Source: an optimization exercise on an open RTL-to-GDS flow (aim: small area, a short achievable clock period and few clock cycles per item). Production flows keep margins and buffers that such runs may drop.
Only simulation tests tie the RTL to the original design; equivalence was not proved.

## ahb_lite_fir_filter
module ahb_lite_fir_filter(
    input clk,
          n_rst,
    input logic hsel,
    input logic [3:0] haddr,
    input logic hsize,
    input logic [1:0] htrans,
    input logic hwrite,
    input logic [15:0] hwdata,
    output logic [15:0] hrdata,
    output logic hresp
);
    logic nonseq_wr, a15, ro, wr_req, rd_req;
    assign nonseq_wr = hwrite & (htrans == 2'b10);
    assign a15       = (haddr == 4'd15);
    assign ro        = (haddr[3:2] == 2'b00);
    assign hresp     = hsel & (a15 | (nonseq_wr & ro));
    assign wr_req    = hsel & nonseq_wr & ~ro & ~a15;
    assign rd_req    = hsel & ~nonseq_wr & ~a15;
    localparam int K = 9;                   
    localparam int L = 15 - K;              
    logic          wr_pend;
    logic [2:0]    wr_pair;
    logic [15:0]   smp, c0, c1, c2, c3;     
    logic [7:0]    r14, r15;                
    logic [15:0]   f0, f1, f2, f3;          
    logic [15:0]   h1, h2;                  
  ...
For scale: about 2000 cells after synthesis, ~44 I/O pins, roughly 0.022 mm² of cells after synthesis.
==> flow/config.mk <==
export PLATFORM = sky130hd
export DESIGN_NAME = ahb_lite_fir_filter
export DESIGN_NICKNAME = ahb_lite_fir_filter
export VERILOG_FILES = /design/flow/design.v
export SDC_FILE = /design/flow/constraint.sdc
export NUM_CORES = 4
export LEC_CHECK = 0
export ABC_CLOCK_PERIOD_IN_PS = 5500
export CAP_MARGIN = 20
export CORE_MARGIN = 2
export CORE_UTILIZATION = 60
export PLACE_DENSITY = 0.75
export SLEW_MARGIN = 20
==> flow/constraint.sdc <==
create_clock -name core_clock -period 12.0 [get_ports {clk}]
set_input_delay 2.4000 -clock core_clock [delete_from_list [all_inputs] [get_ports {clk}]]
set_output_delay 2.4000 -clock core_clock [all_outputs]
set_load 0.01 [all_outputs]
standard.sh (not shown) runs the stock make flow with config.mk's settings and CLKGATE_MAP_FILE= SYNTH_SCRIPT=/design/flow/synth_recipe.tcl, a recipe that flattens the netlist after the stock synthesis.
==> flow/flow/run.sh <==
#!/bin/bash
# The standard layout (its synthesis script, registers unchanged), with:
#  - no ABC pass inside yosys's generic synth before the adders are extracted
#    (SYNTH_ARGS=-noabc), so the hand-built adder trees reach extract_fa as
#    written, without inverters around every full adder; ABC still maps the
#    logic afterwards as usual,
#  - timing repair aimed at a setup slack margin (a shorter achieved period
#    than the 12 ns constraint), and
#  - port buffers of a regular buffer cell, and
#  - clock tree synthesis without dummy loads (capacitive cells that only balance
#    the tree).
# The clock and constraints are the standard flow's own.
set -euo pipefail
MARGIN=${MARGIN:-6.5}
bash standard.sh "SYNTH_ARGS=-noabc" "SETUP_SLACK_MARGIN=$MARGIN" \
    "BUFFER_PORTS_ARGS=-buffer_cell sky130_fd_sc_hd__buf_2" \
    "CTS_ARGS=-sink_clustering_enable -repair_clock_nets -dont_use_dummy_load -sink_clustering_size 18 -sink_clustering_max_diameter 100" finish > standard_flow.log 2>&1
Testbench counts at the start, summed over its fixed seeds: cycles 2,064, samples 512.
Next try:
--- a/flow/flow/run.sh
+++ b/flow/flow/run.sh
@@ -17 +17 @@
-    "CTS_ARGS=-sink_clustering_enable -repair_clock_nets -dont_use_dummy_load -sink_clustering_size 18 -sink_clustering_max_diameter 100" finish > standard_flow.log 2>&1
+    "CTS_ARGS=-sink_clustering_enable -repair_clock_nets -dont_use_dummy_load -buf_list {sky130_fd_sc_hd__clkbuf_4 sky130_fd_sc_hd__clkbuf_8}" finish > standard_flow.log 2>&1
--- a/flow/config.mk
+++ b/flow/config.mk
@@ -11,2 +11 @@
-export CORE_UTILIZATION = 60
-export PLACE_DENSITY = 0.75
+export CORE_UTILIZATION = 40
Effect: The new run completed with no timing, DRC or antenna violations; global-route usage fell by 9.2 points; routed wire length grows by 4.2%; cell count came out higher by 12%; sequential share of layout area is lower by 0.79 points; clock skew is higher by 0.0063 ns.
Next try:
--- a/flow/flow/run.sh
+++ b/flow/flow/run.sh
@@ -9,3 +9 @@
-#  - port buffers of a regular buffer cell, and
-#  - clock tree synthesis without dummy loads (capacitive cells that only balance
-#    the tree).
+#  - port buffers of a regular buffer cell.
@@ -16,2 +14 @@
-    "BUFFER_PORTS_ARGS=-buffer_cell sky130_fd_sc_hd__buf_2" \
-    "CTS_ARGS=-sink_clustering_enable -repair_clock_nets -dont_use_dummy_load -buf_list {sky130_fd_sc_hd__clkbuf_4 sky130_fd_sc_hd__clkbuf_8}" finish > standard_flow.log 2>&1
+    "BUFFER_PORTS_ARGS=-buffer_cell sky130_fd_sc_hd__buf_2" finish > standard_flow.log 2>&1
--- a/flow/config.mk
+++ b/flow/config.mk
@@ -11 +11 @@
-export CORE_UTILIZATION = 40
+export CORE_UTILIZATION = 70
Effect: Synthesized area stays the same. Non-clock buffer count rose by 13. Design area is about the same. Sequential share of layout area hardly moves. Worst setup slack got worse by 0.069 ns. Core utilization rose by 34 points. Count of clock-buffer cells in the layout fell by 6.

* * *

Starting RTL as in the previous note.
==> flow/config.mk <==
export PLATFORM = sky130hd
export DESIGN_NAME = ahb_lite_fir_filter
export DESIGN_NICKNAME = ahb_lite_fir_filter
export VERILOG_FILES = /design/flow/design.v
export SDC_FILE = /design/flow/constraint.sdc
export NUM_CORES = 4
export LEC_CHECK = 0
export ABC_CLOCK_PERIOD_IN_PS = 5500
export CAP_MARGIN = 20
export CORE_MARGIN = 2
export CORE_UTILIZATION = 40
export SLEW_MARGIN = 20
==> flow/constraint.sdc <==
create_clock -name core_clock -period 12.0 [get_ports {clk}]
set_input_delay 2.4000 -clock core_clock [delete_from_list [all_inputs] [get_ports {clk}]]
set_output_delay 2.4000 -clock core_clock [all_outputs]
set_load 0.01 [all_outputs]
==> flow/flow/run.sh <==
#!/bin/bash
# The standard layout (its synthesis script, registers unchanged), with:
#  - no ABC pass inside yosys's generic synth before the adders are extracted
#    (SYNTH_ARGS=-noabc), so the hand-built adder trees reach extract_fa as
#    written, without inverters around every full adder; ABC still maps the
#    logic afterwards as usual,
#  - timing repair aimed at a setup slack margin (a shorter achieved period
#    than the 12 ns constraint), and
#  - port buffers of a regular buffer cell, and
#  - clock tree synthesis without dummy loads (capacitive cells that only balance
#    the tree).
# The clock and constraints are the standard flow's own.
set -euo pipefail
MARGIN=${MARGIN:-6.5}
bash standard.sh "SYNTH_ARGS=-noabc" "SETUP_SLACK_MARGIN=$MARGIN" \
    "BUFFER_PORTS_ARGS=-buffer_cell sky130_fd_sc_hd__buf_2" \
    "CTS_ARGS=-sink_clustering_enable -repair_clock_nets -dont_use_dummy_load" finish > standard_flow.log 2>&1
The first run completed with no timing, DRC or antenna violations.
Testbench counts at the start, summed over its fixed seeds: cycles 2,064, samples 512.
==> next run, changes <==
==> flow/flow/run.sh (replaced) <==
#!/bin/bash
# The standard layout (its synthesis script, registers unchanged), with:
#  - no ABC pass inside yosys's generic synth before the adders are extracted
#    (SYNTH_ARGS=-noabc), so the hand-built adder trees reach extract_fa as
#    written, without inverters around every full adder; ABC still maps the
#    logic afterwards as usual,
#  - timing repair aimed at a setup slack margin (a shorter achieved period
#    than the 12 ns constraint), and
#  - port buffers of a regular buffer cell.
# The clock and constraints are the standard flow's own.
set -euo pipefail
MARGIN=${MARGIN:-6.8}
bash standard.sh "SYNTH_ARGS=-noabc" "SETUP_SLACK_MARGIN=$MARGIN" \
    "BUFFER_PORTS_ARGS=-buffer_cell sky130_fd_sc_hd__buf_2" finish > standard_flow.log 2>&1
- CORE_UTILIZATION: 40 -> 70
The new run completed with no timing, DRC or antenna violations.
Area after synthesis does not change.
Die area goes down by 42%.
Wire length drops by 0.71%.
Core utilization increases by 35 points.
Final area is higher by 1.3%.
Setup slack gains 0.027 ns.
==> next run, changes <==
==> flow/flow/run.sh (replaced) <==
#!/bin/bash
# The standard layout, with timing repair aimed at a setup slack margin
# (a shorter achieved period than the 12 ns constraint) and port buffers of a
# regular buffer cell. The clock and constraints are the standard flow's own.
set -euo pipefail
MARGIN=${MARGIN:-7.2}
bash standard.sh "SETUP_SLACK_MARGIN=$MARGIN" \
    "BUFFER_PORTS_ARGS=-buffer_cell sky130_fd_sc_hd__buf_2" finish > standard_flow.log 2>&1
- CORE_UTILIZATION: 70 -> 40
=>
- core utilization is lower by 32 points
- fmax stays flat
- worst hold slack barely changes
==> next run, changes <==
==> flow/flow/run.sh (replaced) <==
#!/bin/bash
# The standard layout (its synthesis script, registers unchanged), with:
#  - no ABC pass inside yosys's generic synth before the adders are extracted
#    (SYNTH_ARGS=-noabc), so the hand-built adder trees reach extract_fa as
#    written, without inverters around every full adder; ABC still maps the
#    logic afterwards as usual,
#  - timing repair aimed at a setup slack margin (a shorter achieved period
#    than the 12 ns constraint), and
#  - port buffers of a regular buffer cell.
# The clock and constraints are the standard flow's own.
set -euo pipefail
MARGIN=${MARGIN:-6.5}
bash standard.sh "SYNTH_ARGS=-noabc" "SETUP_SLACK_MARGIN=$MARGIN" \
    "BUFFER_PORTS_ARGS=-buffer_cell sky130_fd_sc_hd__buf_2" finish > standard_flow.log 2>&1
- CTS_BUF_LIST: not set -> sky130_fd_sc_hd__clkbuf_4 sky130_fd_sc_hd__clkbuf_8
- count of clock-buffer cells in the layout climbs by 30
- setup slack gets worse by 0.040 ns
- wire length came out lower by 9.5%
- final cell count drops by 7.9%
==> next run, changes <==
==> flow/flow/run.sh (replaced) <==
#!/bin/bash
# The standard layout, with timing repair aimed at a setup slack margin
# (a shorter achieved period than the 12 ns constraint) and port buffers of a
# regular buffer cell. The clock and constraints are the standard flow's own.
set -euo pipefail
MARGIN=${MARGIN:-6.5}
bash standard.sh "SETUP_SLACK_MARGIN=$MARGIN" \
    "BUFFER_PORTS_ARGS=-buffer_cell sky130_fd_sc_hd__buf_2" finish > standard_flow.log 2>&1
- CORE_UTILIZATION: 40 -> 70
- CTS_BUF_LIST: sky130_fd_sc_hd__clkbuf_4 sky130_fd_sc_hd__clkbuf_8 -> not set
After rerunning:
- core utilization is higher by 33 points
- final cell count is lower by 5.2%
- routed wire length is higher by 1.2%
- final area is higher by 0.76%
- fmax is lower by 0.38%

-- separate check: timing with driven ports --
In the flow no input, the clock included, has a driving cell. The finished layouts below were timed again as built, in two steps. Step 1, drivers: a clkbuf_16 drives clk and a buf_2 each remaining input, both assumed. Step 2 also shifts input and output timing later by t, the mid clock arrival at the registers, as if the neighbouring blocks saw the same clock. Slacks: ideal ports / drivers / drivers and shift; pairs: ideal ports / drivers.
| run | shift t [ns] | setup slack, ns | worst hold slack (ns) | worst data-port slew with drivers (ns) | cell pins on the clock port's net |
|---|---|---|---|---|---|
| the first run of note 1 | 0.585 | 6.524 / 6.470 / 6.187 | 0.471 / 0.471 / 0.471 | 0.07 | 1 |
| the second run of note 1 | 0.668 | 6.534 / 6.496 / 5.933 | 0.473 / 0.473 / 0.473 | 0.08 | 1 |
| the third run of note 1 | 0.591 | 6.465 / 6.465 / 6.167 | 0.474 / 0.474 / 0.474 | 0.07 | 1 |
| the first run of note 2 | 0.595 | 6.538 / 6.500 / 6.017 | 0.474 / 0.474 / 0.474 | 0.08 | 1 |
| the second run of note 2 | 0.591 | 6.565 / 6.470 / 6.306 | 0.468 / 0.468 / 0.468 | 0.14 | 1 |
| the third run of note 2 | 0.631 | 6.576 / 6.465 / 6.460 | 0.470 / 0.470 / 0.470 | 0.13 | 1 |
| the fourth run of note 2 | 0.707 | 6.536 / 6.498 / 5.913 | 0.474 / 0.474 / 0.474 | 0.08 | 1 |
| the fifth run of note 2 | 0.590 | 6.515 / 6.463 / 6.207 | 0.479 / 0.479 / 0.479 | 0.16 | 1 |
After both steps setup and hold are still met in every run listed. For the fourth run of note 2, which loses most, drivers alone change the setup slack by -0.038 ns; drivers and shift together by -0.623 ns.
